Source: an optimization exercise on an open RTL-to-GDS flow (aim: small area and a short achievable clock period). Production flows keep margins and buffers that such runs may drop.
Only simulation tests tie the RTL to the original design; equivalence was not proved.
Power figures rest on the tool's default switching activity, not on a simulated workload.

$ cat flow/design.v
module nbit_mux(MuxIn,    
                MuxOut,   
					 MuxSel);  
parameter SELECT_WIDTH = 1;
input  [2 ** SELECT_WIDTH-1:0] MuxIn;
input  [SELECT_WIDTH-1:0] MuxSel;
output MuxOut;
assign MuxOut = MuxIn[MuxSel];
endmodule
module nbit_demux(DeMuxIn,    
                  DeMuxOut,   
						DeMuxSel);  
parameter SELECT_WIDTH = 3;
input  DeMuxIn;
input  [SELECT_WIDTH-1:0] DeMuxSel;
output [2 ** SELECT_WIDTH-1:0] DeMuxOut;
wire [2 ** SELECT_WIDTH-1:0] select;
generate
	genvar i;  
	assign select[2 ** SELECT_WIDTH-1:0] = 2 ** DeMuxSel[SELECT_WIDTH-1:0];
	for(i= 0;i< 2 ** SELECT_WIDTH;i= i+1)
	begin:demux_loop
		assign DeMuxOut[i] = DeMuxIn & select[i];
	end	
endgenerate
endmodule
module DFF(D,      
           Q,      
			  Write,  
			  Reset,  
			  Clk);   
	input D;
	input Write;
	input Reset;
	input Clk;
	output Q;
	reg data;
	assign Q= data;
	always @ (posedge Clk)
	if (Reset) begin
		data <= 1'b0;
	end  else begin
		if(Write)
			data <= D; 
	end
endmodule
module nbit_reg(nD,     
                nQ,     
					 Write,  
					 Reset,  
					 Clk);   
	parameter DATA_WIDTH = 32;
	input signed [DATA_WIDTH-1:0] nD;
	input Write;
	input Reset;
	input Clk;
	output signed [DATA_WIDTH-1:0] nQ;
	DFF DFFs[DATA_WIDTH-1:0] (nD, nQ, Write, Reset, Clk);
endmodule
module nbit_register_file(WriteData,    
                          ReadData1,    
                          ReadData2,    
                          ReadSelect1,  
                          ReadSelect2,  
                          WriteSelect,  
                          WriteEnable,  
                          Reset,        
                          Clk);         
parameter REG_SELECT_WIDTH = 5;
parameter DATA_WIDTH = 32;
input [DATA_WIDTH-1:0]       WriteData;
input [REG_SELECT_WIDTH-1:0] ReadSelect1;
input [REG_SELECT_WIDTH-1:0] ReadSelect2;
input [REG_SELECT_WIDTH-1:0] WriteSelect;
input WriteEnable;
input Reset;
input Clk;
output [DATA_WIDTH-1:0] ReadData1;
output [DATA_WIDTH-1:0] ReadData2;
wire [2 ** REG_SELECT_WIDTH-1:0] w_reg_to_outmux [DATA_WIDTH-1:0];
wire [2 ** REG_SELECT_WIDTH-1:0] w_write_select;
generate
	genvar k;  
	for(k= 0;k< DATA_WIDTH;k= k+1)
	begin:mux_loop
		nbit_mux #(REG_SELECT_WIDTH) nbitmuxes1 (w_reg_to_outmux[k], ReadData1[k], ReadSelect1);
		nbit_mux #(REG_SELECT_WIDTH) nbitmuxes2 (w_reg_to_outmux[k], ReadData2[k], ReadSelect2);
	end
endgenerate
nbit_demux #(REG_SELECT_WIDTH) writeselect (WriteEnable, w_write_select, WriteSelect);
generate
	genvar i,j;  
	for(i= 0;i< DATA_WIDTH;i= i+1)
	begin:reg_loop1
		 for(j= 0;j< 2 ** REG_SELECT_WIDTH;j= j+1)
		 begin:reg_loop2
			 DFF DFFS (WriteData[i],w_reg_to_outmux[i][j],w_write_select[j],Reset,Clk);
		 end
	end
endgenerate
endmodule
`timescale 1ns / 1ps
module sign_extender(
	input[15:0] numberIn,
	output[31:0] numberOut
    );
	assign numberOut[31:16] = {16{numberIn[15]}};
	assign numberOut[15:0] = numberIn[15:0];
endmodule
`timescale 1ns / 1ps
module pcSourceMUX(currentPC, ID_PC, PCSource, newPC);
	input signed [31:0] currentPC, ID_PC;
	input PCSource;
	output [31:0] newPC;
	function	signed [31:0] f_newPC;
		input signed [31:0] currentPC, ID_PC;
		input PCSource;
		begin
			case(PCSource)
				0: f_newPC = currentPC;
				1: f_newPC = ID_PC;
			endcase
		end
	endfunction
	assign newPC = f_newPC(currentPC,ID_PC,PCSource);
endmodule
`timescale 1ns / 1ps
module JumpAndBranchLogic(
	input[31:0] instructions,Rs,Rt,
	input signed [31:0] PCplusOne,
	input signed [31:0] SE_Imm,
	output signed [31:0] ID_PC,
	output PCSource
    );
	function f_PCSource;
		input[31:0]Rs;
		input[31:0]Rt;
		input[5:0] opcode;
		begin
			f_PCSource = 1'b0;  
			if(opcode == 6'b000001) begin
				f_PCSource = 1'b1;
			end else if(opcode[5:2] == 4'b1000) begin
				if(opcode[1:0] == 2'b00 && Rs == Rt) begin  
					f_PCSource = 1'b1;
				end else if(opcode[1:0] == 2'b01 && Rs != Rt) begin  
					f_PCSource = 1'b1;
				end else if(opcode[1:0] == 2'b10 && Rs < Rt) begin  
					f_PCSource = 1'b1;
				end else if(opcode[1:0] == 2'b11 && Rs <= Rt) begin  
					f_PCSource = 1'b1;
				end
			end else begin
				f_PCSource = 1'b0;
			end
		end
	endfunction
	assign PCSource= f_PCSource(Rs,Rt,instructions[31:26]);
	function   signed [31:0]f_ID_PC;
		input[31:0] instructions;
		input signed [31:0]  PCplusOne;
		input signed [31:0]  SE_Imm;
		begin 
			f_ID_PC = 0;  
			if(instructions[31:26] == 6'b000001) begin
				f_ID_PC = {PCplusOne[31:26], instructions[25:0]};
			end else if(instructions[31:28] == 4'b1000) begin
				if(instructions[27:26] == 2'b00 && Rs == Rt) begin  
					f_ID_PC = $signed(PCplusOne) + $signed(SE_Imm);
				end else if(instructions[27:26] == 2'b01 && Rs != Rt) begin  
					f_ID_PC = $signed(PCplusOne) + $signed(SE_Imm);
				end else if(instructions[27:26] == 2'b10 && Rs < Rt) begin  
					f_ID_PC = $signed(PCplusOne) + $signed(SE_Imm);
				end else if(instructions[27:26] == 2'b11 && Rs <= Rt) begin  
					f_ID_PC = $signed(PCplusOne) + $signed(SE_Imm);
				end
			end else begin
				f_ID_PC = 0;  
			end
		end
	endfunction
	assign ID_PC = f_ID_PC(instructions,PCplusOne,SE_Imm);
endmodule
`timescale 1ns / 1ps
module ID_Controller(
	input [31:0] instructions,
	output [31:0] controls
	);
	 function [31:0] f_controls;
		input [31:0] instructions;
		begin
			if(instructions[31:29] == 3'b010) begin
				f_controls[31:28] = instructions[29:26];
				f_controls[27:25] = 0;
				f_controls[24:22] = 0;
				f_controls[21] = 0;
				f_controls[20] = 0;
				f_controls[19] = 1;
				f_controls[18:0] = 0;
			end else if(instructions[31:29] == 3'b100) begin
				f_controls = 0;
			end else if(instructions[31:29] == 3'b110) begin
				f_controls[31:28] = instructions[29:26];
				f_controls[27:25] = 3'b000;
				if(instructions[28] == 0 || instructions[28:26] == 3'b111) begin
					f_controls[24:22] = 3'b010;
				end else begin
					f_controls[24:22] = 3'b001;
				end
				f_controls[21] = 0;
				f_controls[20] = 0;
				f_controls[19] = 1;
				f_controls[18:0] = 0;
			end else if(instructions[31:29] == 3'b111) begin  
				f_controls[31:28] = instructions[29:26];
				f_controls[27:25] = 3'b000;
				f_controls[24:22] = 3'b001;
				f_controls[21:0] = 0;
				if(instructions[28] == 1) begin
					f_controls[21] = 1;
				end else begin
					f_controls[19] = 1;
				end
				if(instructions[31:26] == 6'b111011) begin
					f_controls[20] = 1;
				end
			end else begin
				f_controls = 0;
			end
		end
	 endfunction
	assign controls = f_controls(instructions);
endmodule
`timescale 1ns / 1ps
module readSelect_SELECTOR(
	input[31:0] instructions,
	output[4:0] readSelect1, readSelect2
    );
	function[4:0] f_RS1;
		input[31:0] instructions;
		begin
			if(instructions[31:29] == 3'b010 || instructions[31:29] == 3'b110) begin
				f_RS1 = instructions[20:16];
			end else begin
				f_RS1 = instructions[25:21];
			end
		end
	endfunction
	function[4:0] f_RS2;
		input[31:0] instructions;
		begin
			if(instructions[31:29] == 3'b010) begin
				f_RS2 = instructions[15:11];
			end else begin
				f_RS2 = instructions[20:16];
			end
		end
	endfunction
	assign readSelect1 = f_RS1(instructions);
	assign readSelect2 = f_RS2(instructions);
endmodule
`timescale 1ns / 1ps
module EX_MUX(
	input[31:0] i0,i1,i2,i3,i4,
	input [2:0] control,
	output[31:0] out
    );
	 function [31:0] f_out;
		input [31:0] i0,i1,i2,i3,i4;
		input[2:0] control;
		begin
			if(control == 3'b000) begin
				f_out = i0;	
			end else if(control == 3'b001) begin
				f_out = i1;
			end else if(control == 3'b010) begin
				f_out = i2;
			end else if(control == 3'b011) begin
				f_out = i3;
			end else begin
				f_out = i4;
			end
		end
	endfunction
	assign out = f_out(i0,i1,i2,i3,i4,control);
endmodule
`timescale 1ns / 1ps
module ALU(
	input[31:0] A,B,
	input [3:0]ALUOp,
	output [31:0] C
    );
	 function[31:0] f_ALU;
	 input[31:0] A,B;
	 input[3:0] ALUOp;
		begin
			if(ALUOp[3] == 1'b0) begin
				if(ALUOp == 4'b0000) begin
					f_ALU = A;
				end else if(ALUOp == 4'b0001) begin
					f_ALU = ~A;
				end else if(ALUOp == 4'b0010) begin
					f_ALU = A + B;
				end else if(ALUOp == 4'b0011) begin
					f_ALU = A - B;
				end else if(ALUOp == 4'b0100) begin
					f_ALU = A | B;
				end else if(ALUOp == 4'b0101) begin
					f_ALU = A & B;
				end else if(ALUOp == 4'b0110) begin
					f_ALU = A ^ B;
				end else if(ALUOp == 4'b0111) begin
					f_ALU = (($signed(A) < $signed(B))? 1:0);	
				end
			end else if(ALUOp[3] == 1'b1) begin
				if(ALUOp == 4'b1001) begin  
					f_ALU = {A[31:16],B[15:0]};
				end else if(ALUOp == 4'b1010) begin  
					f_ALU = {B[15:0],A[15:0]};
				end else if(ALUOp == 4'b1011) begin  
					f_ALU = B;
				end else begin  
					f_ALU = A;
				end
			end 
		end
	 endfunction
	assign C = f_ALU(A,B,ALUOp);
endmodule
module DMem(WriteData,    
            MemData,      
            Address,      
            MemWrite,     
            Clk);         
parameter ADDRESS_WIDTH = 16;
parameter DATA_WIDTH = 32;
input [DATA_WIDTH-1:0]       WriteData;
input [ADDRESS_WIDTH-1:0]    Address;
input MemWrite;
input Clk;
output [DATA_WIDTH-1:0] MemData;
reg [DATA_WIDTH-1:0] mem_contents [ADDRESS_WIDTH-1:0];
integer i;
assign MemData= mem_contents[Address[3:0]];
always @(posedge Clk)
begin
	if(MemWrite)
	begin
		mem_contents[Address[3:0]]<= WriteData;
	end
end
endmodule
`timescale 1ns / 1ps
module IF(
	input PCWrite,  
	input Reset,Clk,
	input PCSource,  
	input signed [31:0]ID_PC,  
	input [31:0] IMemData,  
	output signed [31:0] PCtoID,
	output [31:0] instructions,
	output signed [31:0] PCtoInsMem
    );
	wire	[31:0]	PCInput;
	nbit_reg	#(32)	PC (PCInput,PCtoInsMem,PCWrite,Reset,Clk);
	assign instructions = IMemData;
	assign PCtoID = $signed(PCtoInsMem) + 1'b1; 
	pcSourceMUX		PCMUX	(PCtoID, ID_PC, PCSource, PCInput);  
endmodule
`timescale 1ns / 1ps
module ID(writeData,readData1,readData2,writeSelect,writeEnable,Reset,Clk,instructions,IF_ID_PC,ID_PC,controls,locations,PCSource,SE_Imm,readSelect1,readSelect2);
	parameter REG_SELECT_WIDTH = 5;
	parameter DATA_WIDTH = 32;
	input [DATA_WIDTH-1:0]       writeData,instructions;
	input[4:0] readSelect1,readSelect2;
	input [REG_SELECT_WIDTH-1:0] writeSelect;
	input	[31:0] IF_ID_PC;
	input writeEnable;
	input Reset;
	input Clk;
	output [DATA_WIDTH-1:0] readData1;
	output [DATA_WIDTH-1:0] readData2;
	output [31:0] ID_PC;
	output [31:0] controls;
	output [25:0] locations;
	output [31:0] SE_Imm;
	output PCSource;
	nbit_register_file REG_FILE (writeData,readData1,readData2,readSelect1,
											readSelect2,writeSelect,writeEnable,Reset,Clk);
	ID_Controller CONTROL(instructions,controls);
	wire [31:0] SE_Imm;
	sign_extender SE (instructions[15:0], SE_Imm);
	JumpAndBranchLogic JABL(instructions,readData1,readData2,IF_ID_PC,SE_Imm,ID_PC,PCSource);
	assign locations = instructions[25:0];
endmodule
`timescale 1ns / 1ps
module EX(
	input [31:0] data1,data2,controls,
	input [25:0] locations,
	output[31:0] ALUOut,
	output[31:0] ImmMemAddress,
	output[31:0] MUXA_OUT,
	output[4:0] EX_DEST
);
	assign EX_DEST = locations[25:21];
	wire[31:0] SE_Imm;
	sign_extender SE (locations[15:0], SE_Imm);
	EX_MUX	MUXA	(data1,0,0,0,0,controls[27:25],MUXA_OUT);
	EX_MUX	MUXB	(data2,{16'b0,locations[15:0]},SE_Imm,0,0,controls[24:22],ImmMemAddress);
	ALU	EX_ALU(MUXA_OUT,ImmMemAddress,controls[31:28], ALUOut);
endmodule
`timescale 1ns / 1ps
module MEM(
	input Clk,
	input[31:0] ALUOut,MemoryWriteData,Controls,
	output[31:0]out_MemoryData
    );
	DMem	DATA_MEMORY (ALUOut,out_MemoryData,MemoryWriteData,Controls[21],Clk);
endmodule
`timescale 1ns / 1ps
module WB(
	input[31:0] ALUOut, MemoryOut, Controls,
	output[31:0] writeBackData,
	output regWrite
    );
	 function[31:0] f_WBD;
		input[31:0] ALUOut, MemoryOut, Controls;
		begin
			if(Controls[20] == 0) begin
				f_WBD = ALUOut;
			end else begin
				f_WBD = MemoryOut;
			end
		end
	endfunction
	function f_regWrite;
		input[31:0] Controls;
		begin
			if(Controls[19] == 1'b1) begin
				f_regWrite = 1;
			end else begin
				f_regWrite = 0;
			end
		end
	endfunction
	assign writeBackData = f_WBD(ALUOut,MemoryOut,Controls);
	assign regWrite = f_regWrite(Controls);
endmodule
`timescale 1ns / 1ps
module CPU(
	 input tempPCWrite, Reset,Clk, tempPCSource,tempGeneralWrite,
	 input[31:0] tempID_PC,
	 input[31:0] IMemData,
	 output[31:0] PCtoInsMem,
	 output  [31:0] PCtoID,
	 output [31:0] IFinstructions,
	 output [31:0] IF_ID_PC, 
	 output[31:0] IF_ID_INSTRUCTIONS,
	 input[31:0] tempWriteData,
	 input[5:0] tempWriteSelect,
	 output[31:0] readData1, readData2,controls,
	 output signed [31:0] ID_PC, 
	 output PCSource,
	 output[25:0] locations,
	 output [31:0] SE_Imm,
	 output[4:0] rs1,rs2,
	 output[31:0] ID_EX_Rdata1,ID_EX_Rdata2,ID_EX_Controls,
	 output[25:0]ID_EX_Locations,
	 output[31:0] tempALUOut,ImmMemData,MUXA_Out,EX_MEM_ImmMemData,
	 output[4:0] EX_DEST,
	 output[31:0] EX_MEM_CONTROLS,EX_MEM_ALUOut,
	 output[4:0] EX_MEM_DEST,
	output[31:0] MEM_MemoryOut,
	output[31:0] MEM_WB_CONTROLS,MEM_WB_ALUout,MEM_WB_MemoryOut,
	output[4:0] MEM_WB_DEST,
	output[31:0] WB_writeBackData,
	output WB_RegWrite
	);
	IF	INSFETCH(tempPCWrite, Reset, Clk, PCSource, ID_PC, IMemData, PCtoID,IFinstructions,PCtoInsMem);
	wire IF_ID_Flush = PCSource | Reset;
	nbit_reg	#(32) PC_REG (PCtoID,IF_ID_PC,tempGeneralWrite,IF_ID_Flush,Clk);
	nbit_reg	#(32) IN_REG	(IFinstructions,IF_ID_INSTRUCTIONS,tempGeneralWrite,IF_ID_Flush,Clk);
	readSelect_SELECTOR RSS (IF_ID_INSTRUCTIONS, rs1,rs2);
	ID			INSTRUCTDECODE(WB_writeBackData,readData1,readData2,MEM_WB_DEST,WB_RegWrite, Reset,Clk,IF_ID_INSTRUCTIONS,IF_ID_PC,
				ID_PC,controls,locations,PCSource,SE_Imm,rs1,rs2);
	nbit_reg	#(32) ID_EX_REG1 (controls,ID_EX_Controls,tempGeneralWrite,Reset,Clk);
	nbit_reg	#(26)	ID_EX_REG2 (locations,ID_EX_Locations,tempGeneralWrite,Reset,Clk);
	nbit_reg	#(32)	ID_EX_REG3 (readData1,ID_EX_Rdata1,tempGeneralWrite,Reset,Clk);
	nbit_reg	#(32)	ID_EX_REG4 (readData2,ID_EX_Rdata2,tempGeneralWrite,Reset,Clk);
	EX	EXEC (ID_EX_Rdata1,ID_EX_Rdata2,ID_EX_Controls,ID_EX_Locations,tempALUOut,ImmMemData,MUXA_Out,EX_DEST);
	nbit_reg	#(32)	EX_MEM_CONTROL_REG(ID_EX_Controls,EX_MEM_CONTROLS,tempGeneralWrite,Reset,Clk);
	nbit_reg	#(32)	EX_MEM_ALUOUT(tempALUOut,EX_MEM_ALUOut,tempGeneralWrite,Reset,Clk);
	nbit_reg	#(5)	EX_MEM_DEST_REG(EX_DEST,EX_MEM_DEST,tempGeneralWrite,Reset,Clk);
	nbit_reg	#(32)	IMM_MEM_DATA_REG(ImmMemData,EX_MEM_ImmMemData,tempGeneralWrite,Reset,Clk);
	MEM	MEMORY	(Clk,EX_MEM_ALUOut,EX_MEM_ImmMemData,EX_MEM_CONTROLS,MEM_MemoryOut);
	nbit_reg	#(32)	MEM_WB_CONTROLS_REG(EX_MEM_CONTROLS,MEM_WB_CONTROLS,tempGeneralWrite,Reset,Clk);
	nbit_reg	#(32) MEM_WB_ALUOUT_REG(EX_MEM_ALUOut,MEM_WB_ALUout,tempGeneralWrite,Reset,Clk);
	nbit_reg	#(32)	MEM_WB_MEMOUT_REG(MEM_MemoryOut,MEM_WB_MemoryOut,tempGeneralWrite,Reset,Clk);
	nbit_reg	#(5) MEM_WB_DEST_REG(EX_MEM_DEST,MEM_WB_DEST,tempGeneralWrite,Reset,Clk);
	WB	WRITE_BACK(MEM_WB_ALUout,MEM_WB_MemoryOut,MEM_WB_CONTROLS, WB_writeBackData,WB_RegWrite);
endmodule
$ cat flow/run.sh
#!/bin/bash
# synth_recipe.tcl (not shown) runs the flow's synth.tcl, then flattens the netlist and writes it again
# the make line also repeats each setting of config.mk as NAME=value (left out here)
make -C /OpenROAD-flow-scripts/flow DESIGN_CONFIG=/design/flow/config.mk WORK_HOME=/design/flow/orfs CLKGATE_MAP_FILE= SYNTH_SCRIPT=/design/flow/synth_recipe.tcl finish
$ cat flow/config.mk
export PLATFORM = sky130hd
export DESIGN_NAME = CPU
export DESIGN_NICKNAME = CPU
export VERILOG_FILES = /design/flow/design.v
export SDC_FILE = /design/flow/constraint.sdc
export NUM_CORES = 4
export LEC_CHECK = 0
export CAP_MARGIN = 20
export CORE_MARGIN = 2
export CORE_UTILIZATION = 40
export SLEW_MARGIN = 20
$ cat flow/constraint.sdc
create_clock -name core_clock -period 11.0 [get_ports {Clk}]
set_input_delay 2.2000 -clock core_clock [delete_from_list [all_inputs] [get_ports {Clk}]]
set_output_delay 2.2000 -clock core_clock [all_outputs]
set_load 0.01 [all_outputs]
==> flow_metrics.tcl, run 1 <==
set metrics [dict create \
    cp.depth 21 \
    rr_worst_depth 24 \
    worstPathMaxFanout 41 \
    die_width_um 501 \
    synth_top_area_share_pct 27.9 \
    met3_length_um 35000 \
    endpoint_kind "output port" \
    place_ws_ps 1440 \
    yosys-top-cells-count "nor2_1 (1,565), dfxtp_1 (1,379), a211oi_1 (1,144)" \
    fp.dieH_um 501 \
    p_comb_share_pct 14.2 \
    yosysWarnings 11 \
    hold_class "reg -> reg" \
    setup_viol 0 \
    cts_buffer_depth 3 \
    synth.avg_cell_area_um2 10.4 \
    holdPathStages 2 \
    path_delay_family "simple AND/OR/NAND/NOR gates" \
    final_core_util_pct 45.5 \
    fin_nets 9520 \
    wl_per_cell_um 30.0 \
    synthCells 9527 \
    num_vias 76200 \
    wl_met1_um 150000 \
    min_period_over_period_pct 94.4 \
    crit_slowest_cell "mux2i_4" \
    area_growth_syn_to_layout_pct 13.2 \
    clkLatencyLatePin_ps 900 \
    pwr-share-seq_pct 44.3 \
    worstMarginPinSlew_ps 1270 \
    n_fill_cell 22400 \
    yosysTopAreaCell "dfxtp_1" \
    grt-ovfl-total 0 \
    synth_edf_count 512 \
    crit_start "IN_REG.DFFs[30].data$_SDFFE_PP0P_" \
    synthArstFlopShare_pct 0 \
    crit_arrival_ps 8190 \
    max_slew_margin_pct 15.6 \
    drtIter0Drc 8560 \
    worstSetupPathType "reg -> out" \
    dr_wl_met2_um 174000 \
    coreArea_um2 246000 \
    p_per_area_nw_per_um2 149 \
    die-area_um2 251000 \
    cts_setup_buffers 0 \
    h-tree-depth 4 \
    clock.fmax_mhz 96.3 \
    clk_pin_slew_ps 60 \
    clock-sinks 1891 \
    r2r_start "IN_REG.DFFs[30].data$_SDFFE_PP0P_" \
    fin_area_um2 112000 \
    min_period_ps 10390 \
    power_switching_mw 4.67 \
    drt-total-wl_um 379000 \
    grt_max_degree 211 \
    synth.most_common_cell "nor2_1" \
    grt_pass1_vias 72000 \
    crit_chain "nand2b_1 > buf_4 > nor2_4 > mux2i_4 > buf_12 > buf_4 > mux4_2 > nand2_1 > and3_1 > a311oi_1 > a21oi_1 > ha_1 > nand3_1 > nor3_1 > nand4_1 > xnor2_1 > a21oi_1 > o22ai_4 > buf_12 > a22o_1 > clkdlybuf4s50_1" \
    cap_violations 0 \
    antenna_found_initial 17 \
    gp_congestion 0.947 \
    fin_worst_skew_ps 70.0 \
    slowest_delay_ps 910 \
    drc 0 \
    leakagePower_nw 37.7 \
    p_sw_share_pct 28.0 \
    drive_gt1_share_pct 15.1 \
    setup_tns_ps 0 \
    start_util_pct 40.2 \
    hp-start "IMM_MEM_DATA_REG.DFFs[13].data$_SDFFE_PP0P_" \
    p_int_mw 12.0 \
    top_layer_used "met5" \
    slew_viol_final 0 \
    ys_ff_latch 1891 \
    final_antenna_net_count 0 \
    port_buffers 790 \
    peakVddDrop_mv 0.177 \
    cts_tree "yes" \
    vias_per_cell 6.02 \
    synth_cell_type_count 84 \
    worstSetupStartpointType "flop" \
    ctsResizeCount 0 \
    hold_buffers 0 \
    cts_buffers 195 \
    place_hpwl_um 251000 \
    status "no timing/DRC/antenna violations" \
    finalWorstSetupSlack_ps 614 \
    ys_seq_area_share_pct 43.5 \
    dr.pass1.iters 6 \
    ios 954 \
    synth.area.top_cells "dfxtp_1 (28%), edfxtp_1 (16%), mux4_2 (15%), a211oi_1 (8.7%), buf_4 (6.3%)" \
    grt_pass1_wl_um 534000 \
    yosys_most_used_dff "dfxtp_1" \
    cts-root-buf "clkbuf_16" \
    synth_area_um2 98800 \
    dpl_cell_area_um2 105000 \
    required_ps 8800 \
    clkPwrFrac_pct 41.5 \
    grt_use_total_pct 29.3 \
    final_hold_viol_count 0 \
    core.rowCount 182 \
    rsz0062_at_grt "false" \
    path_buf_inv 5 \
]
[stage by stage]
stage,total power [mW],instances,hold slack (ps)
after floorplan,8.95,9618,458
after global placement,9.88,12300,471
after detailed placement,9.89,12300,482
after CTS,16.7,12600,490
after global routing,17.2,12600,513
final,16.7,12600,491
[power groups by stage]
stage	clock network, mW	logic [mW]	registers (mW)
global placement	0	2.33	7.55
detailed placement	0	2.34	7.55
finish	6.94	2.37	7.41
CTS	7.00	2.34	7.40
global route	7.29	2.47	7.41
floorplan	0	1.51	7.44
[flip-flops by register name, summed over array words and instances (netlist names), 32 cells and up, named ones only]
| name | cells |
|---|---|
| ID_EX_REG4.DFFs.data | 32 |
| MEM_WB_MEMOUT_REG.DFFs.data | 32 |
| INSFETCH.PC.DFFs.data | 32 |
| EX_MEM_ALUOUT.DFFs.data | 32 |
| IMM_MEM_DATA_REG.DFFs.data | 32 |
| ID_EX_REG3.DFFs.data | 32 |
| MEMORY.DATA_MEMORY.mem_contents | 512 |
| MEM_WB_ALUOUT_REG.DFFs.data | 32 |
| IN_REG.DFFs.data | 32 |
| PC_REG.DFFs.data | 32 |
| INSTRUCTDECODE.REG_FILE.reg_loop1.reg_loop2.DFFS.data | 1024 |
[path summary, 6_finish.rpt]
kind	end	slack, ps
min reg2reg	IMM_MEM_DATA_REG.DFFs[13].data$_SDFFE_PP0P_	490
min	IMM_MEM_DATA_REG.DFFs[13].data$_SDFFE_PP0P_	490
max reg2reg	PC_REG.DFFs[15].data$_SDFFE_PP0P_	2890
max	ID_PC[6]	610
[cells by family after synthesis]
logic type      share of synthesized area (%)
compound gates                           14.0
xor+xnor                                0.984
fa+ha+maj                                2.10
buf+inv                                  10.2
flops                                    43.5
mux                                      18.3
other cells                           0.00380
simple gates                             11.0
[layer usage]
metal  GRT usage [%]  vias up
met2            46.3     3816
met5               0        -
met1            38.5    38100
met3            5.62      721
li1                -    33500
met4            14.1        8
[worst register-to-register path: cells and delay by family, from the launching register on]
family	cells	cell delay, ps
compound gates	5	1210
xor+xnor	1	210
fa+ha+maj	1	390
buf+inv	6	1920
flops	1	560
mux	2	1120
simple gates	9	2640
[cell usage in the layout, fill, tap and decap left out, drive strengths merged, types with 14 or more instances in the layout]
cell type / Yosys / layout
nor2: 1566 / 1566
dfxtp: 1379 / 1379
a211oi: 1144 / 1144
clkdlybuf4s50: 0 / 788
mux4: 672 / 672
nand2: 665 / 665
edfxtp: 512 / 512
clkbuf: 675 / 283
buf: 947 / 268
mux2i: 253 / 253
a21oi: 227 / 227
inv: 206 / 213
ha: 161 / 161
and3: 154 / 154
a31oi: 113 / 113
o21ai: 108 / 108
conb: 1 / 92
xnor2: 73 / 73
nor3: 65 / 65
clkinv: 3 / 59
nand3: 45 / 45
a311oi: 40 / 40
nand2b: 38 / 38
xor2: 38 / 38
a21o: 34 / 34
mux2: 33 / 33
a22o: 31 / 31
o22ai: 28 / 28
a22oi: 25 / 25
o21a: 22 / 22
o211ai: 21 / 21
a221oi: 18 / 18
bufinv: 0 / 17
nand4: 15 / 15
o21bai: 15 / 15
and2: 14 / 14
a2111oi: 14 / 14
nor4: 14 / 14
[layout make-up]
cell class	count	area [µm²]	share of cell area, %
multi-input combinational	5896	47100	42.1
clock buffer	283	5540	4.95
inverter	209	792	0.708
antenna	5	12.5	0.0112
timing repair buffer	1056	10200	9.14
sequential	1891	43000	38.5
clock inverter	85	1170	1.04
tap	3220	4030	3.60
==> inputs of run 2 (changes only) <==
--- a/flow/design.v
+++ b/flow/design.v
@@ -448,54 +448,311 @@
 endmodule
 `timescale 1ns / 1ps
 module CPU(
-	 input tempPCWrite, Reset,Clk, tempPCSource,tempGeneralWrite,
-	 input[31:0] tempID_PC,
-	 input[31:0] IMemData,
-	 output[31:0] PCtoInsMem,
-	 output  [31:0] PCtoID,
-	 output [31:0] IFinstructions,
-	 output [31:0] IF_ID_PC, 
-	 output[31:0] IF_ID_INSTRUCTIONS,
-	 input[31:0] tempWriteData,
-	 input[5:0] tempWriteSelect,
-	 output[31:0] readData1, readData2,controls,
-	 output signed [31:0] ID_PC, 
-	 output PCSource,
-	 output[25:0] locations,
-	 output [31:0] SE_Imm,
-	 output[4:0] rs1,rs2,
-	 output[31:0] ID_EX_Rdata1,ID_EX_Rdata2,ID_EX_Controls,
-	 output[25:0]ID_EX_Locations,
-	 output[31:0] tempALUOut,ImmMemData,MUXA_Out,EX_MEM_ImmMemData,
-	 output[4:0] EX_DEST,
-	 output[31:0] EX_MEM_CONTROLS,EX_MEM_ALUOut,
-	 output[4:0] EX_MEM_DEST,
-	output[31:0] MEM_MemoryOut,
-	output[31:0] MEM_WB_CONTROLS,MEM_WB_ALUout,MEM_WB_MemoryOut,
-	output[4:0] MEM_WB_DEST,
-	output[31:0] WB_writeBackData,
+	input tempPCWrite, Reset, Clk, tempPCSource, tempGeneralWrite,
+	input [31:0] tempID_PC,
+	input [31:0] IMemData,
+	output [31:0] PCtoInsMem,
+	output [31:0] PCtoID,
+	output [31:0] IFinstructions,
+	output [31:0] IF_ID_PC,
+	output [31:0] IF_ID_INSTRUCTIONS,
+	input [31:0] tempWriteData,
+	input [5:0] tempWriteSelect,
+	output [31:0] readData1, readData2, controls,
+	output signed [31:0] ID_PC,
+	output PCSource,
+	output [25:0] locations,
+	output [31:0] SE_Imm,
+	output [4:0] rs1, rs2,
+	output [31:0] ID_EX_Rdata1, ID_EX_Rdata2, ID_EX_Controls,
+	output [25:0] ID_EX_Locations,
+	output [31:0] tempALUOut, ImmMemData, MUXA_Out, EX_MEM_ImmMemData,
+	output [4:0] EX_DEST,
+	output [31:0] EX_MEM_CONTROLS, EX_MEM_ALUOut,
+	output [4:0] EX_MEM_DEST,
+	output [31:0] MEM_MemoryOut,
+	output [31:0] MEM_WB_CONTROLS, MEM_WB_ALUout, MEM_WB_MemoryOut,
+	output [4:0] MEM_WB_DEST,
+	output [31:0] WB_writeBackData,
 	output WB_RegWrite
 	);
-	IF	INSFETCH(tempPCWrite, Reset, Clk, PCSource, ID_PC, IMemData, PCtoID,IFinstructions,PCtoInsMem);
-	wire IF_ID_Flush = PCSource | Reset;
-	nbit_reg	#(32) PC_REG (PCtoID,IF_ID_PC,tempGeneralWrite,IF_ID_Flush,Clk);
-	nbit_reg	#(32) IN_REG	(IFinstructions,IF_ID_INSTRUCTIONS,tempGeneralWrite,IF_ID_Flush,Clk);
-	readSelect_SELECTOR RSS (IF_ID_INSTRUCTIONS, rs1,rs2);
-	ID			INSTRUCTDECODE(WB_writeBackData,readData1,readData2,MEM_WB_DEST,WB_RegWrite, Reset,Clk,IF_ID_INSTRUCTIONS,IF_ID_PC,
-				ID_PC,controls,locations,PCSource,SE_Imm,rs1,rs2);
-	nbit_reg	#(32) ID_EX_REG1 (controls,ID_EX_Controls,tempGeneralWrite,Reset,Clk);
-	nbit_reg	#(26)	ID_EX_REG2 (locations,ID_EX_Locations,tempGeneralWrite,Reset,Clk);
-	nbit_reg	#(32)	ID_EX_REG3 (readData1,ID_EX_Rdata1,tempGeneralWrite,Reset,Clk);
-	nbit_reg	#(32)	ID_EX_REG4 (readData2,ID_EX_Rdata2,tempGeneralWrite,Reset,Clk);
-	EX	EXEC (ID_EX_Rdata1,ID_EX_Rdata2,ID_EX_Controls,ID_EX_Locations,tempALUOut,ImmMemData,MUXA_Out,EX_DEST);
-	nbit_reg	#(32)	EX_MEM_CONTROL_REG(ID_EX_Controls,EX_MEM_CONTROLS,tempGeneralWrite,Reset,Clk);
-	nbit_reg	#(32)	EX_MEM_ALUOUT(tempALUOut,EX_MEM_ALUOut,tempGeneralWrite,Reset,Clk);
-	nbit_reg	#(5)	EX_MEM_DEST_REG(EX_DEST,EX_MEM_DEST,tempGeneralWrite,Reset,Clk);
-	nbit_reg	#(32)	IMM_MEM_DATA_REG(ImmMemData,EX_MEM_ImmMemData,tempGeneralWrite,Reset,Clk);
-	MEM	MEMORY	(Clk,EX_MEM_ALUOut,EX_MEM_ImmMemData,EX_MEM_CONTROLS,MEM_MemoryOut);
-	nbit_reg	#(32)	MEM_WB_CONTROLS_REG(EX_MEM_CONTROLS,MEM_WB_CONTROLS,tempGeneralWrite,Reset,Clk);
-	nbit_reg	#(32) MEM_WB_ALUOUT_REG(EX_MEM_ALUOut,MEM_WB_ALUout,tempGeneralWrite,Reset,Clk);
-	nbit_reg	#(32)	MEM_WB_MEMOUT_REG(MEM_MemoryOut,MEM_WB_MemoryOut,tempGeneralWrite,Reset,Clk);
-	nbit_reg	#(5) MEM_WB_DEST_REG(EX_MEM_DEST,MEM_WB_DEST,tempGeneralWrite,Reset,Clk);
-	WB	WRITE_BACK(MEM_WB_ALUout,MEM_WB_MemoryOut,MEM_WB_CONTROLS, WB_writeBackData,WB_RegWrite);
+	wire GW = tempGeneralWrite;
+	function [4:0] f_rs1;
+		input [31:0] ins;
+		f_rs1 = (ins[31:29] == 3'b010 || ins[31:29] == 3'b110) ? ins[20:16] : ins[25:21];
+	endfunction
+	function [4:0] f_rs2;
+		input [31:0] ins;
+		f_rs2 = (ins[31:29] == 3'b010) ? ins[15:11] : ins[20:16];
+	endfunction
+	function [31:0] f_controls;
+		input [5:0] op;
+		begin
+			f_controls = 32'b0;
+			if (op[5:3] == 3'b010) begin
+				f_controls[31:28] = op[3:0];
+				f_controls[19] = 1'b1;
+			end else if (op[5:3] == 3'b110) begin
+				f_controls[31:28] = op[3:0];
+				f_controls[24:22] = (op[2] == 1'b0 || op[2:0] == 3'b111) ? 3'b010 : 3'b001;
+				f_controls[19] = 1'b1;
+			end else if (op[5:3] == 3'b111) begin
+				f_controls[31:28] = op[3:0];
+				f_controls[24:22] = 3'b001;
+				f_controls[21] = op[2];
+				f_controls[19] = ~op[2];
+				f_controls[20] = (op[2:0] == 3'b011);
+			end
+		end
+	endfunction
+	function [31:0] f_muxb;
+		input [31:0] rd2;
+		input [15:0] imm;
+		input [2:0] sel;
+		begin
+			case (sel)
+				3'b000: f_muxb = rd2;
+				3'b001: f_muxb = {16'b0, imm};
+				3'b010: f_muxb = {{16{imm[15]}}, imm};
+				default: f_muxb = 32'b0;
+			endcase
+		end
+	endfunction
+	function [31:0] f_rf_read;
+		input [31:0] sel;
+		input [1023:0] rf;
+		integer j;
+		begin
+			f_rf_read = 32'b0;
+			for (j = 0; j < 32; j = j + 1)
+				f_rf_read = f_rf_read | (rf[32*j +: 32] & {32{sel[j]}});
+		end
+	endfunction
+	function [31:0] f_alu;
+		input [31:0] A, B;
+		input [3:0] op;
+		begin
+			case (op)
+				4'b0000: f_alu = A;
+				4'b0001: f_alu = ~A;
+				4'b0010: f_alu = A + B;
+				4'b0011: f_alu = A - B;
+				4'b0100: f_alu = A | B;
+				4'b0101: f_alu = A & B;
+				4'b0110: f_alu = A ^ B;
+				4'b0111: f_alu = {31'b0, $signed(A) < $signed(B)};
+				4'b1001: f_alu = {A[31:16], B[15:0]};
+				4'b1010: f_alu = {B[15:0], A[15:0]};
+				4'b1011: f_alu = B;
+				default: f_alu = A;
+			endcase
+		end
+	endfunction
+	reg [31:0] PC, PCp1;
+	assign PCtoInsMem = PC;
+	assign PCtoID = PCp1;
+	assign IFinstructions = IMemData;
+	genvar g;
+	reg [31:0] ifid_pc, ifid_ins;
+	assign IF_ID_PC = ifid_pc;
+	assign IF_ID_INSTRUCTIONS = ifid_ins;
+	wire [5:0] op = ifid_ins[31:26];
+	assign rs1 = f_rs1(ifid_ins);
+	assign rs2 = f_rs2(ifid_ins);
+	assign controls = f_controls(op);
+	assign locations = ifid_ins[25:0];
+	assign SE_Imm = {{16{ifid_ins[15]}}, ifid_ins[15:0]};
+	reg [31:0] R1, R2;    
+	assign readData1 = R1;
+	assign readData2 = R2;
+	reg [7:0] grp_eq, grp_lt;
+	reg [4:0] btype;
+	wire [4:0] n_btype = {IMemData[31:26] == 6'b000001, IMemData[31:26] == 6'b100000,
+	                      IMemData[31:26] == 6'b100001, IMemData[31:26] == 6'b100010,
+	                      IMemData[31:26] == 6'b100011};
+	wire taken_out, taken;
+	br_taken BRO (grp_eq, grp_lt, btype, taken_out);
+	br_taken BRI (grp_eq, grp_lt, btype, taken);
+	assign PCSource = taken_out;
+	reg [31:0] target;
+	wire [31:0] br_target;
+	add32 TADD (PCp1, {{16{IMemData[15]}}, IMemData[15:0]}, br_target);
+	wire [31:0] n_target = (IMemData[31:26] == 6'b000001) ? {PCp1[31:26], IMemData[25:0]} : br_target;
+	assign ID_PC = taken_out ? target : 32'b0;
+	wire [31:0] id_B = f_muxb(R2, ifid_ins[15:0], controls[24:22]);
+	wire [31:0] id_alu = f_alu(R1, id_B, controls[31:28]);
+	wire wr = WB_RegWrite;
+	wire [4:0] wsel = MEM_WB_DEST;
+	wire [31:0] wd = WB_writeBackData;
+	wire [31:0] rf_wd = Reset ? 32'b0 : wd;
+	wire [31:0] rf [0:31];
+	wire [1023:0] rf_flat;
+	generate
+		for (g = 0; g < 32; g = g + 1) begin : regs
+			reg [31:0] r;
+			always @(posedge Clk)
+				if (Reset | (wr & (wsel == g)))
+					r <= rf_wd;
+			assign rf[g] = r;
+			assign rf_flat[32*g+31:32*g] = r;
+		end
+	endgenerate
+	wire [31:0] rd1_raw, rd2_raw;
+	wire cls_ri = (IMemData[31:29] == 3'b010) | (IMemData[31:29] == 3'b110);
+	wire cls_r = (IMemData[31:29] == 3'b010);
+	wire [31:0] sel1, sel2;
+	dec_sel DEC1 (IMemData[20:16], IMemData[25:21], cls_ri, sel1);
+	dec_sel DEC2 (IMemData[15:11], IMemData[20:16], cls_r, sel2);
+	assign rd1_raw = f_rf_read(sel1, rf_flat);
+	assign rd2_raw = f_rf_read(sel2, rf_flat);
+	wire [4:0] n_rs1 = cls_ri ? IMemData[20:16] : IMemData[25:21];
+	wire [4:0] n_rs2 = cls_r ? IMemData[15:11] : IMemData[20:16];
+	wire [31:0] n_rd1 = (wr & (wsel == n_rs1)) ? wd : rd1_raw;
+	wire [31:0] n_rd2 = (wr & (wsel == n_rs2)) ? wd : rd2_raw;
+	wire [31:0] h_rd1 = (wr & (wsel == rs1)) ? wd : R1;
+	wire [31:0] h_rd2 = (wr & (wsel == rs2)) ? wd : R2;
+	wire [31:0] z_rd = (wr & (wsel == 5'd0)) ? wd : rf[0];
+	wire [31:0] E1 = Reset ? 32'b0 : taken ? z_rd : GW ? n_rd1 : h_rd1;
+	wire [31:0] E2 = Reset ? 32'b0 : taken ? z_rd : GW ? n_rd2 : h_rd2;
+	wire [7:0] n_geq, n_glt, h_geq, h_glt;
+	generate
+		for (g = 0; g < 8; g = g + 1) begin : grp
+			cmp4 CN (n_rd1[4*g+3:4*g], n_rd2[4*g+3:4*g], n_geq[g], n_glt[g]);
+			cmp4 CH (h_rd1[4*g+3:4*g], h_rd2[4*g+3:4*g], h_geq[g], h_glt[g]);
+		end
+	endgenerate
+	reg [31:0] idex_rd1, idex_rd2, idex_ctl, idex_alu;
+	reg [25:0] idex_loc;
+	assign ID_EX_Rdata1 = idex_rd1;
+	assign ID_EX_Rdata2 = idex_rd2;
+	assign ID_EX_Controls = idex_ctl;
+	assign ID_EX_Locations = idex_loc;
+	assign MUXA_Out = idex_rd1;
+	assign ImmMemData = f_muxb(idex_rd2, idex_loc[15:0], idex_ctl[24:22]);
+	assign tempALUOut = idex_alu;
+	assign EX_DEST = idex_loc[25:21];
+	reg [31:0] exmem_ctl, exmem_alu, exmem_imm;
+	reg [4:0] exmem_dest;
+	assign EX_MEM_CONTROLS = exmem_ctl;
+	assign EX_MEM_ALUOut = exmem_alu;
+	assign EX_MEM_ImmMemData = exmem_imm;
+	assign EX_MEM_DEST = exmem_dest;
+	wire dm_we = exmem_ctl[21];
+	wire [3:0] dm_wa = exmem_imm[3:0];
+	wire [31:0] dm [0:15];
+	generate
+		for (g = 0; g < 16; g = g + 1) begin : dmem
+			reg [31:0] m;
+			always @(posedge Clk)
+				if (dm_we & (dm_wa == g))
+					m <= exmem_alu;
+			assign dm[g] = m;
+		end
+	endgenerate
+	reg [31:0] mem_out;
+	wire [3:0] n_dm_a = Reset ? 4'd0 : GW ? ImmMemData[3:0] : dm_wa;
+	wire [31:0] n_mem_out = (dm_we & (dm_wa == n_dm_a)) ? exmem_alu : dm[n_dm_a];
+	assign MEM_MemoryOut = mem_out;
+	reg [31:0] memwb_ctl, memwb_alu, memwb_mem;
+	reg [4:0] memwb_dest;
+	assign MEM_WB_CONTROLS = memwb_ctl;
+	assign MEM_WB_ALUout = memwb_alu;
+	assign MEM_WB_MemoryOut = memwb_mem;
+	assign MEM_WB_DEST = memwb_dest;
+	assign WB_writeBackData = memwb_ctl[20] ? memwb_mem : memwb_alu;
+	assign WB_RegWrite = memwb_ctl[19];
+	wire [31:0] target_p1, PCp1_p1;
+	inc32 INCT (target, target_p1);
+	inc32 INCP (PCp1, PCp1_p1);
+	wire [31:0] n_PC = Reset ? 32'b0 : tempPCWrite ? (taken ? target : PCp1) : PC;
+	always @(posedge Clk) begin
+		PC <= n_PC;
+		if (Reset)
+			PCp1 <= 32'd1;
+		else if (tempPCWrite)
+			PCp1 <= taken ? target_p1 : PCp1_p1;
+		if (Reset | taken) begin
+			ifid_pc <= 32'b0;
+			ifid_ins <= 32'b0;
+			btype <= 5'b0;
+		end else if (GW) begin
+			ifid_pc <= PCp1;
+			ifid_ins <= IMemData;
+			btype <= n_btype;
+		end
+		R1 <= E1;
+		R2 <= E2;
+		if (Reset | taken) begin
+			grp_eq <= 8'hff;
+			grp_lt <= 8'h00;
+		end else if (GW) begin
+			grp_eq <= n_geq;
+			grp_lt <= n_glt;
+		end else begin
+			grp_eq <= h_geq;
+			grp_lt <= h_glt;
+		end
+		if (Reset | taken)
+			target <= 32'b0;
+		else if (GW)
+			target <= n_target;
+		mem_out <= n_mem_out;
+		if (Reset) begin
+			idex_rd1 <= 32'b0;
+			idex_rd2 <= 32'b0;
+			idex_ctl <= 32'b0;
+			idex_loc <= 26'b0;
+			idex_alu <= 32'b0;
+			exmem_ctl <= 32'b0;
+			exmem_alu <= 32'b0;
+			exmem_imm <= 32'b0;
+			exmem_dest <= 5'b0;
+			memwb_ctl <= 32'b0;
+			memwb_alu <= 32'b0;
+			memwb_mem <= 32'b0;
+			memwb_dest <= 5'b0;
+		end else if (GW) begin
+			idex_rd1 <= R1;
+			idex_rd2 <= R2;
+			idex_ctl <= controls;
+			idex_loc <= ifid_ins[25:0];
+			idex_alu <= id_alu;
+			exmem_ctl <= idex_ctl;
+			exmem_alu <= idex_alu;
+			exmem_imm <= ImmMemData;
+			exmem_dest <= EX_DEST;
+			memwb_ctl <= exmem_ctl;
+			memwb_alu <= exmem_alu;
+			memwb_mem <= MEM_MemoryOut;
+			memwb_dest <= exmem_dest;
+		end
+	end
+endmodule
+module br_taken(input [7:0] ge, input [7:0] gl, input [4:0] bt, output taken);
+	wire [3:0] e1 = {ge[7] & ge[6], ge[5] & ge[4], ge[3] & ge[2], ge[1] & ge[0]};
+	wire [3:0] l1 = {gl[7] | (ge[7] & gl[6]), gl[5] | (ge[5] & gl[4]),
+	                 gl[3] | (ge[3] & gl[2]), gl[1] | (ge[1] & gl[0])};
+	wire [1:0] e2 = {e1[3] & e1[2], e1[1] & e1[0]};
+	wire [1:0] l2 = {l1[3] | (e1[3] & l1[2]), l1[1] | (e1[1] & l1[0])};
+	wire eq = e2[1] & e2[0];
+	wire lt = l2[1] | (e2[1] & l2[0]);
+	assign taken = bt[4] | (bt[3] & eq) | (bt[2] & ~eq) | (bt[1] & lt) | (bt[0] & (lt | eq));
+endmodule
+module cmp4(input [3:0] a, input [3:0] b, output eq, output lt);
+	assign eq = (a == b);
+	assign lt = (a < b);
+endmodule
+module dec_sel(input [4:0] a, input [4:0] b, input s, output [31:0] sel);
+	genvar i;
+	generate
+		for (i = 0; i < 32; i = i + 1) begin : dec
+			assign sel[i] = s ? (a == i) : (b == i);
+		end
+	endgenerate
+endmodule
+module add32(input [31:0] a, input [31:0] b, output [31:0] y);
+	assign y = a + b;
+endmodule
+module inc32(input [31:0] a, output [31:0] y);
+	assign y = a + 32'd1;
 endmodule
==> flow/flow/run.sh (new file) <==
#!/bin/bash
set -euo pipefail
bash standard.sh synth > synth.log 2>&1
bash standard.sh SETUP_SLACK_MARGIN=6.2 \
  BUFFER_PORTS_ARGS="-buffer_cell sky130_fd_sc_hd__buf_1" finish > layout.log 2>&1
==> flow/standard.sh (new file) <==
#!/bin/bash
# synth_recipe.tcl (not shown) runs the flow's synth.tcl, then flattens the netlist and writes it again
# the make line also repeats each setting of config.mk as NAME=value (left out here)
make -C /OpenROAD-flow-scripts/flow DESIGN_CONFIG=/design/flow/config.mk WORK_HOME=/design/flow/orfs CLKGATE_MAP_FILE= SYNTH_SCRIPT=/design/flow/synth_recipe.tcl "${@:-finish}"
--- a/flow/config.mk
+++ b/flow/config.mk
@@ -7,5 +7,8 @@
 export LEC_CHECK = 0
 export CAP_MARGIN = 20
 export CORE_MARGIN = 2
-export CORE_UTILIZATION = 40
+export CORE_UTILIZATION = 45
 export SLEW_MARGIN = 20
+export SYNTH_HIERARCHICAL = 1
+export SYNTH_MINIMUM_KEEP_SIZE = 0
+export TNS_END_PERCENT = 0
removed: flow/run.sh
==> run 2 against run 1 <==
Register-to-register slack better by 3100 ps; combinational power up 11%; clock skew down 2.5 ps; first-iteration DRC count up 78%; critical endpoint is now grp_eq[3]$_SDFF_PP1_.
==> flow_metrics.tcl, run 2 <==
set metrics [dict create \
    yosysTopAreaCell "edfxtp_1" \
    final_core_util_pct 53.5 \
    hp-start "PC[6]$_SDFFE_PP0P_" \
    num_vias 85100 \
    grt_util_met2_pct 59.4 \
    cts_buffers 214 \
    coreArea_um2 217000 \
    fin_area_um2 116000 \
    met3_usage_pct 16.5 \
    r2r-end "idex_alu[0]$_SDFFE_PP0P_" \
    status "no timing/DRC/antenna violations" \
    ys_seq_area_share_pct 58.6 \
    yosys-top-cells-count "edfxtp_1 (1,536), nor2_1 (738), a22oi_1 (670)" \
    regMostFlops "regs.r" \
    grt_pass1_vias 76400 \
    r2r_start "ifid_ins[29]$_SDFFE_PP0P_" \
    drive_gt1_share_pct 14.1 \
    area_growth_syn_to_layout_pct 18.4 \
    grt-ovfl-total 0 \
    cts-root-buf "clkbuf_16" \
    place_ws_ps 3220 \
    die_width_um 471 \
    hold_ws_ps 486 \
    setup_tns_ps 0 \
    grt-busiest-layer "met2" \
    wl_per_cell_um 40.5 \
    antenna_found_initial 28 \
    synth_edf_count 1536 \
    port_buffers 790 \
    worstSetupStartpointType "primary input" \
    synth.avg_cell_area_um2 12.0 \
    synth_top_area_share_pct 47.1 \
    hold_buffers 0 \
    ios 954 \
    drtIter0Drc 15200 \
    final_cell_count_no_fill 12000 \
    clock-sinks 2100 \
    synthCells 8135 \
    r2r_slack_ps 6030 \
    largest_reg_flops 1024 \
    rsz0062_at_grt "true" \
    synth_cell_type_count 114 \
    ys_ff_latch 2100 \
    clock.fmax_mhz 188 \
    min_period_ps 5310 \
    clkLatencyLatePin_ps 910 \
    endpoint "grp_eq[3]$_SDFF_PP1_" \
    cts_buffer_depth 3 \
    clk_pin_slew_ps 60 \
    finalPower_mw 19.3 \
    drc 0 \
    synth.most_common_cell "edfxtp_1" \
    drt-total-wl_um 488000 \
    final_common_cell "edfxtp_1" \
    final_cell_mix "edfxtp_1 (1,536), buf_1 (775), nor2_1 (723), a22oi_1 (607), dfxtp_1 (559)" \
    core.rowCount 171 \
    max_slew_margin_pct 22.3 \
    setup_viol 0 \
    peakVddDrop_mv 0.191 \
    start_util_pct 45.2 \
    register_area_um2 57400 \
    worstSetupPathType "in -> reg" \
    final_antenna_net_count 0 \
    final_hold_viol_count 0 \
    hold_class "reg -> reg" \
    vias_per_cell 7.07 \
    grt_use_total_pct 42.0 \
    h-tree-depth 4 \
    slew_viol_final 0 \
    leakagePower_nw 41.7 \
    yosysWarnings 7 \
    gp_congestion 0.987 \
    synth.area.top_cells "edfxtp_1 (47%), dfxtp_1 (12%), mux2i_1 (5.7%), a22oi_1 (5.1%), a22o_1 (2.9%)" \
    required_ps 11750 \
    place_hpwl_um 301000 \
    dpl_cell_area_um2 104000 \
    synthArstFlopShare_pct 0 \
    fin_nets 9274 \
    grtUsageMet1_pct 51.0 \
    post-place-cells 11400 \
    endpoint_kind "flop" \
    p_per_area_nw_per_um2 166 \
    synth_area_um2 98000 \
    yosys_most_used_dff "edfxtp_1" \
    rr_worst_depth 15 \
    crit_arrival_ps 6060 \
    grt_max_degree 94 \
    grt_pass1_wl_um 647000 \
    n_fill_cell 18400 \
    worstPathMaxFanout 7 \
    finalWorstSetupSlack_ps 5690 \
    min_period_over_period_pct 48.3 \
    die-area_um2 222000 \
    cap_violations 0 \
    fp.dieH_um 471 \
    cts_tree "yes" \
    fin_worst_skew_ps 67.5 \
    worstMarginPinSlew_ps 1130 \
    multi_input_area_um2 38200 \
    crit_start "IMemData[29]" \
    dr.pass1.iters 14 \
]
## run 2: layer usage
layer	vias to the layer above	part of all wire (%)
met4	34	10
met2	7799	41
met5	-	0.14
met1	41700	35
li1	33300	-
met3	2264	15
## run 2: final cells by class
class / count / share of cell area [%]
Timing Repair inverter: 1 / 0.00647
Antenna cell: 21 / 0.0453
Clock inverter: 116 / 1.09
Sequential cell: 2100 / 49.5
Timing Repair Buffer: 1323 / 7.55
Clock buffer: 288 / 5.05
Multi-Input combinational cell: 5086 / 32.9
Inverter: 244 / 0.796
Tap cell: 2854 / 3.08
## run 2: per-module statistics from Yosys, one instance, submodules excluded
module,cell area (µm²),times used,cells
br_taken,138,2,18
CPU,91900,1,7309
add32,1690,1,232
dec_sel,616,2,79
inc32,653,2,88
cmp4,103,16,14
## run 2: cell families (layout without fill, tap and decap cells)
kind of cell | Yosys count | in the layout | share of synthesized area (%)
XOR/XNOR | 125 | 125 | 1.12
adder cells (fa/ha/maj) | 197 | 197 | 2.54
multiplexers | 570 | 570 | 5.84
AO/OA/AOI/OAI | 2336 | 2336 | 18.0
other | 1 | 113 | 0.00383
AND/OR/NAND/NOR | 1762 | 1766 | 8.85
buffers and inverters | 1044 | 1972 | 5.10
flip-flops | 2100 | 2100 | 58.6
## run 2: worst min-delay path by stage
stage / slack, ps / end / cells past startpoint
after floorplan: 470 / idex_alu[23]$_SDFFE_PP0P_ / 2
after global placement: 470 / exmem_imm[14]$_SDFFE_PP0P_ / 2
after CTS: 470 / exmem_ctl[31]$_SDFFE_PP0P_ / 2
after detailed placement: 480 / PC[13]$_SDFFE_PP0P_ / 2
final: 490 / PC[6]$_SDFFE_PP0P_ / 2
after global routing: 510 / exmem_imm[29]$_SDFFE_PP0P_ / 2
## run 2: critical path, cell delays in order
cell	delay, ps
buf_8	100
nand2b_4	230
buf_6	170
nor2_4	230
or3b_4	250
buf_4	130
a22oi_2	90
buf_12	170
buf_4	190
a22o_1	220
a221oi_2	200
nand4_1	220
nor3_4	580
mux2i_1	210
inv_1	100
ha_1	240
and4_4	190
mux2i_4	210
nand2_1	90
## run 2: what timing repair did
action	in CTS	in global routing
cloned	21	2
pin swaps	95	69
setup buffers	122	39
endpoints found under the setup margin	270	174
resized for setup	456	88
## run 2: report_power, final
part | switching [mW] | internal [mW]
clock network | 3.33 | 4.14
logic | 1.78 | 0.850
registers | 0.398 | 8.76
total | 5.51 | 13.7
==> inputs of run 3 (changes only) <==
--- a/flow/config.mk
+++ b/flow/config.mk
@@ -8,6 +8,8 @@
 export CAP_MARGIN = 20
 export CORE_MARGIN = 2
 export CORE_UTILIZATION = 45
+export CTS_CLUSTER_DIAMETER = 100
+export CTS_CLUSTER_SIZE = 20
 export SLEW_MARGIN = 20
 export SYNTH_HIERARCHICAL = 1
 export SYNTH_MINIMUM_KEEP_SIZE = 0
==> run 3 against run 2 <==
Sequential share of layout area up 1.7 points; cell count down 1.9%; setup slack worse by 0.78 ps; fmax about the same; first-iteration DRC count up 2.2%; global-route usage down 0.51 points.
==> flow_metrics.tcl, run 3 <==
set metrics [dict create \
    status "no timing/DRC/antenna violations" \
    slowest_delay_ps 450 \
    yosys_most_used_dff "edfxtp_1" \
    fin_nets 9158 \
    drtIter0Drc 15500 \
    pwr-share-seq_pct 54.9 \
    drive_gt1_share_pct 12.3 \
    finalPower_mw 16.7 \
    multi_input_area_um2 38300 \
    clock-sinks 2100 \
    area_growth_syn_to_layout_pct 14.5 \
    p_int_mw 11.7 \
    grt_max_degree 94 \
    clkLatencyLatePin_ps 880 \
    synthCells 8135 \
    yosysTopAreaCell "edfxtp_1" \
    grt_pass1_vias 75100 \
    finalWorstSetupSlack_ps 5690 \
    antenna_found_initial 28 \
    rsz0062_at_grt "true" \
    h-tree-depth 3 \
    final_common_cell "edfxtp_1" \
    grt-ovfl-total 0 \
    final_cell_mix "edfxtp_1 (1,536), buf_1 (778), nor2_1 (723), a22oi_1 (607), dfxtp_1 (559)" \
    p_comb_share_pct 15.8 \
    leakagePower_nw 39.8 \
    worstPathMaxFanout 11 \
    power_switching_mw 4.97 \
    cts-root-buf "clkbuf_16" \
    worstSetupPathType "in -> reg" \
    final_hold_viol_count 0 \
    clkPwrFrac_pct 29.3 \
    path_buf_inv 5 \
    cap_violations 0 \
    clock.fmax_mhz 188 \
    largest_reg_flops 1024 \
    crit_arrival_ps 6030 \
    synth_edf_count 1536 \
    p_sw_share_pct 29.8 \
    worstSetupStartpointType "primary input" \
    synthArstFlopShare_pct 0 \
    ios 954 \
    final_antenna_net_count 0 \
    vias_per_cell 7.12 \
    p_per_area_nw_per_um2 148 \
    yosysWarnings 7 \
    ys_ff_latch 2100 \
    coreArea_um2 217000 \
    start_util_pct 45.2 \
    path_delay_family "simple AND/OR/NAND/NOR gates" \
    port_buffers 790 \
    regMostFlops "regs.r" \
    crit_chain "buf_8 > nand2b_4 > buf_12 > nor2_2 > nand4b_1 > a22oi_2 > buf_6 > buf_4 > a22oi_1 > nand4_1 > nor3_4 > mux2i_2 > inv_1 > ha_1 > and4_1 > mux2i_4 > nand2_1" \
    drt-total-wl_um 483000 \
    endpoint_kind "flop" \
    ys_seq_area_share_pct 58.6 \
    clk_pin_slew_ps 90 \
    n_fill_cell 18800 \
    dr.pass1.iters 12 \
    drc 0 \
    required_ps 11710 \
    peakVddDrop_mv 0.175 \
    synth_area_um2 98000 \
    hold_class "reg -> reg" \
    min_period_ps 5310 \
    core.rowCount 171 \
    final_core_util_pct 51.8 \
    min_period_over_period_pct 48.3 \
    worstMarginPinSlew_ps 1260 \
    die-area_um2 222000 \
    grt_use_total_pct 41.5 \
    hold_buffers 0 \
    die_width_um 471 \
    place_ws_ps 3220 \
    setup_viol 0 \
    fp.dieH_um 471 \
    num_vias 84100 \
    synth.most_common_cell "edfxtp_1" \
    cts_tree "yes" \
    slew_viol_final 0 \
    synth_top_area_share_pct 47.1 \
    fin_worst_skew_ps 62.5 \
    gp_congestion 0.987 \
    cts_buffer_depth 3 \
    wl_per_cell_um 40.9 \
    synth.area.top_cells "edfxtp_1 (47%), dfxtp_1 (12%), mux2i_1 (5.7%), a22oi_1 (5.1%), a22o_1 (2.9%)" \
    cts_buffers 120 \
    crit_slowest_cell "a22oi_2" \
    grt_pass1_wl_um 640000 \
    yosys-top-cells-count "edfxtp_1 (1,536), nor2_1 (738), a22oi_1 (670)" \
    setup_tns_ps 0 \
    register_area_um2 57400 \
    place_hpwl_um 301000 \
    synth.avg_cell_area_um2 12.0 \
    synth_cell_type_count 114 \
    max_slew_margin_pct 15.8 \
    hold_ws_ps 489 \
]
[run 3: changes by cell type in the layout (fill, tap and decap cells not counted), sizes merged, moves of 2 or more]
cell	previous run	this run
bufinv	16	1
buf	1305	1275
inv	251	249
clkinvlp	12	4
clkinv	82	12
diode	21	32
clkbuf	294	177
clkdlybuf4s15	0	3
[run 3: worst paths after layout]
check / from / to / slack [ps] / cells after the start
setup / recovery: IMemData[29] / grp_eq[4]$_SDFF_PP1_ / 5690 / 17
hold / removal: PC[6]$_SDFFE_PP0P_ / PC[6]$_SDFFE_PP0P_ / 490 / 2
setup reg to reg: ifid_ins[29]$_SDFFE_PP0P_ / idex_alu[0]$_SDFFE_PP0P_ / 6000 / 15
hold reg to reg: PC[6]$_SDFFE_PP0P_ / PC[6]$_SDFFE_PP0P_ / 490 / 2
[run 3: power groups by stage]
stage	Sequential [mW]	Combinational [mW]	Clock (mW)
6_report	9.14	2.63	4.88
5_1_grt	9.15	2.72	5.13
4_1_cts	9.11	2.46	4.86
3_5_place_dp	9.29	2.33	0
3_3_place_gp	9.28	2.32	0
2_1_floorplan	9.16	1.37	0
[run 3: timing repair]
item	4_1_cts	5_1_grt
setup endpoints to repair	274	309
setup buffers	91	44
pin swaps	60	105
gates cloned	20	7
resized for setup	363	143
hold endpoints to repair	0	0
[run 3: final cells by class]
type / instances / area share (%)
antenna: 32 / 0.0713
clock buffer: 167 / 2.87
clock inverter: 20 / 0.301
inverter: 244 / 0.822
multi-input combinational: 5088 / 34.1
sequential: 2100 / 51.1
tap: 2854 / 3.18
timing repair buffer: 1298 / 7.52
timing repair inverter: 2 / 0.0134
[run 3: per-layer routing]
layer | wire, µm | track usage, % | vias to the layer above
met4 | 47200 | 30.7 | 40
met1 | 168000 | 50.6 | 41300
met3 | 69600 | 16.4 | 2189
li1 | - | - | 32900
met5 | 747 | 1.67 | -
met2 | 198000 | 59.1 | 7642
[run 3: logic make-up after synthesis]
kind of cell               count (synthesis)  share of synthesized area (%)
other                                      1                        0.00383
buffers and inverters                   1044                           5.10
and+or+nand+nor                         1762                           8.85
AOI/OAI and AO/OA                       2336                           18.0
DFF                                     2100                           58.6
xor gates and xnor gates                 125                           1.12
muxes                                    570                           5.84
adders and majority gates                197                           2.54
[run 3: per-stage QoR]
stage	cells	cell area [µm²]
2_1_floorplan	8226	98900
3_3_place_gp	11400	104000
3_5_place_dp	11400	104000
4_1_cts	11700	111000
5_1_grt	11800	112000
6_report	11800	112000
[run 3: Yosys stat by module (local to each module, per instance)]
module    times used  flops+latches  area, µm²  cells
add32              1              0       1690    232
CPU                1           2100      91900   7309
br_taken           2              0        138     18
inc32              2              0        653     88
dec_sel            2              0        616     79
cmp4              16              0        103     14
[run 3: worst min-delay path: stages (launching register included)]
cell and delay, ps:
dfxtp_1 320, nor2_1 80, a211oi_1 50
==> inputs of run 4 (changes only) <==
--- a/flow/config.mk
+++ b/flow/config.mk
@@ -8,8 +8,8 @@
 export CAP_MARGIN = 20
 export CORE_MARGIN = 2
 export CORE_UTILIZATION = 45
-export CTS_CLUSTER_DIAMETER = 100
-export CTS_CLUSTER_SIZE = 20
+export CTS_CLUSTER_DIAMETER = 115
+export CTS_CLUSTER_SIZE = 24
 export SLEW_MARGIN = 20
 export SYNTH_HIERARCHICAL = 1
 export SYNTH_MINIMUM_KEEP_SIZE = 0
==> run 4 against run 3 <==
Still clean; synthesized cell count did not move; synthesized area did not move; clock power fell by 8.8%; clock skew rose by 17 ps; global-route usage rose by 0.36 points; count of clock-buffer cells in the layout fell by 20; fmax fell by 0.32%; routed wire length rose by 0.32%; largest power group unchanged.
==> flow_metrics.tcl, run 4 <==
set metrics [dict create \
    status "no timing/DRC/antenna violations" \
    hold_class "reg -> reg" \
    grt_max_degree 94 \
    num_vias 84200 \
    min_period_ps 5330 \
    h-tree-depth 3 \
    peakVddDrop_mv 0.147 \
    crit_chain "buf_2 > nor2_4 > buf_12 > or3b_4 > buf_4 > a22oi_2 > buf_12 > clkbuf_16 > a22o_1 > a221oi_2 > nand4_1 > nor3_4 > mux2i_1 > inv_1 > ha_4 > and4_4 > mux2i_4 > nand2_1" \
    fin_nets 9148 \
    fp.dieH_um 471 \
    synth_area_um2 98000 \
    die-area_um2 222000 \
    vias_per_cell 7.14 \
    worstPathMaxFanout 10 \
    crit_arrival_ps 6020 \
    drtIter0Drc 14900 \
    synthCells 8135 \
    place_hpwl_um 301000 \
    cp_common_cell "buf_12" \
    register_area_um2 57400 \
    cts-root-buf "clkbuf_16" \
    port_buffers 790 \
    antenna_found_initial 25 \
    multi_input_area_um2 38200 \
    p_per_area_nw_per_um2 145 \
    area_growth_syn_to_layout_pct 14.1 \
    clock-sinks 2100 \
    synth.avg_cell_area_um2 12.0 \
    path_delay_family "simple AND/OR/NAND/NOR gates" \
    synth_top_area_share_pct 47.1 \
    clock.fmax_mhz 188 \
    yosysWarnings 7 \
    regMostFlops "regs.r" \
    n_fill_cell 18800 \
    drive_gt1_share_pct 12.0 \
    yosys_most_used_dff "edfxtp_1" \
    cts_buffer_depth 3 \
    grt_pass1_vias 75300 \
    slew_viol_final 0 \
    largest_reg_flops 1024 \
    fin_worst_skew_ps 79.3 \
    endpoint_kind "flop" \
    crit_slowest_cell "nor3_4" \
    fin_area_um2 112000 \
    final_antenna_net_count 0 \
    path_buf_inv 6 \
    min_period_over_period_pct 48.5 \
    synth.most_common_cell "edfxtp_1" \
    setup_viol 0 \
    grt_pass1_wl_um 644000 \
    required_ps 11690 \
    ios 954 \
    leakagePower_nw 39.6 \
    yosysTopAreaCell "edfxtp_1" \
    cts_buffers 100 \
    wl_per_cell_um 41.1 \
    worstMarginPinSlew_ps 1190 \
    synth_edf_count 1536 \
    ys_ff_latch 2100 \
    drt-total-wl_um 485000 \
    synth.area.top_cells "edfxtp_1 (47%), dfxtp_1 (12%), mux2i_1 (5.7%), a22oi_1 (5.1%), a22o_1 (2.9%)" \
    core.rowCount 171 \
    grt-ovfl-total 0 \
    die_width_um 471 \
    max_slew_margin_pct 20.9 \
    gp_congestion 0.987 \
    dr.pass1.iters 10 \
    cts_tree "yes" \
    coreArea_um2 217000 \
    final_cell_mix "edfxtp_1 (1,536), buf_1 (775), nor2_1 (723), a22oi_1 (607), dfxtp_1 (559)" \
]
run 4: cell types whose count changed in the layout (fill, tap and decap cells not counted), moves of 4 or more:
cell	delta
buf_2	+8
clkbuf_16	-28
buf_8	-10
diode_2	+5
nor3_4	+4
nor3_2	-6
a221oi_1	+4
bufbuf_16	+5
buf_12	+17
run 4: timing repair:
| item | 4_1_cts | 5_1_grt |
|---|---|---|
| endpoints found under the hold margin | 0 | 0 |
| endpoints found under the setup margin | 270 | 188 |
| gates resized for setup | 481 | 49 |
| setup buffers | 127 | 18 |
| cloned | 25 | 2 |
| pin swaps | 99 | 50 |
run 4: path summary, 6_finish.rpt:
check                            startpoint                   endpoint  slack [ps]  cells after the start
setup / recovery               IMemData[31]       grp_eq[3]$_SDFF_PP1_        5670                     18
hold / removal          PC[12]$_SDFFE_PP0P_        PC[12]$_SDFFE_PP0P_         490                      2
setup reg to reg  ifid_ins[30]$_SDFFE_PP0P_  idex_alu[23]$_SDFFE_PP0P_        5910                     15
hold reg to reg         PC[12]$_SDFFE_PP0P_        PC[12]$_SDFFE_PP0P_         490                      2
run 4: cell type report:
type / count / share of cell area (%)
flip-flops and latches: 2100 / 51.3
multi-input cells: 5086 / 34.1
repair buffers: 1310 / 7.80
well taps: 2854 / 3.19
clock buffers: 147 / 2.39
inverters: 244 / 0.825
clock inverters: 15 / 0.231
diodes: 37 / 0.0828
repair inverters: 2 / 0.0134
run 4: through the flow:
stage	std cells	hold WS [ps]	setup slack, ps	utilization, %
after floorplan	8226	474	5810	-
after global placement	11400	471	3260	48.2
after detailed placement	11400	479	3220	48.2
after CTS	11700	493	5990	51.4
after global routing	11800	519	5740	51.6
final	11800	494	5670	51.6
run 4: cells by family (layout without fill, tap and decap cells):
kind of cell / count (synthesis) / count (layout) / synth area share, %
adders and majority gates: 197 / 197 / 2.54
muxes: 570 / 570 / 5.84
buffers and inverters: 1044 / 1718 / 5.10
and+or+nand+nor: 1762 / 1766 / 8.85
other: 1 / 129 / 0.00383
AOI/OAI and AO/OA: 2336 / 2336 / 18.0
DFF: 2100 / 2100 / 58.6
xor gates and xnor gates: 125 / 125 / 1.12
run 4: Yosys stat by module (local to each module, per instance):
| module | cells inside | area, µm² | times used | flip-flops and latches |
|---|---|---|---|---|
| CPU | 7309 | 91900 | 1 | 2100 |
| add32 | 232 | 1690 | 1 | 0 |
| br_taken | 18 | 138 | 2 | 0 |
| cmp4 | 14 | 103 | 16 | 0 |
| dec_sel | 79 | 616 | 2 | 0 |
| inc32 | 88 | 653 | 2 | 0 |
run 4: layer usage:
metal	track usage, %	share of wire, %
met1	51.0	35
met2	59.6	41
met3	16.5	14
met4	31.2	9.7
met5	0.324	0.13
run 4: worst reg2reg max path, cell delays in order (launching register included):
cell and delay (ps):
dfxtp_2 590, nand2b_4 240, a211oi_1 360, and2_1 180
buf_4 250, a21oi_1 130, ha_1 490, a21oi_1 290
o21ai_0 290, a2111oi_0 530, a21boi_0 450, nor3_1 190
o21a_1 220, o2111a_1 270, a211oi_2 390, nand2_1 90
run 4: report_power, final:
part	switching [mW]	internal [mW]	leakage [nW]
registers	0.396	8.74	19.2
logic	1.79	0.853	19.0
clock network	2.70	1.75	1.40
total	4.88	11.3	39.6

Check on run 4: ideal ports give 5.668 ns setup slack; a clkbuf_16 on the clock port and buf_2 on the inputs give 5.743 ns; moving port delays by the midpoint clock arrival (0.912 ns) as well gives 4.831 ns.
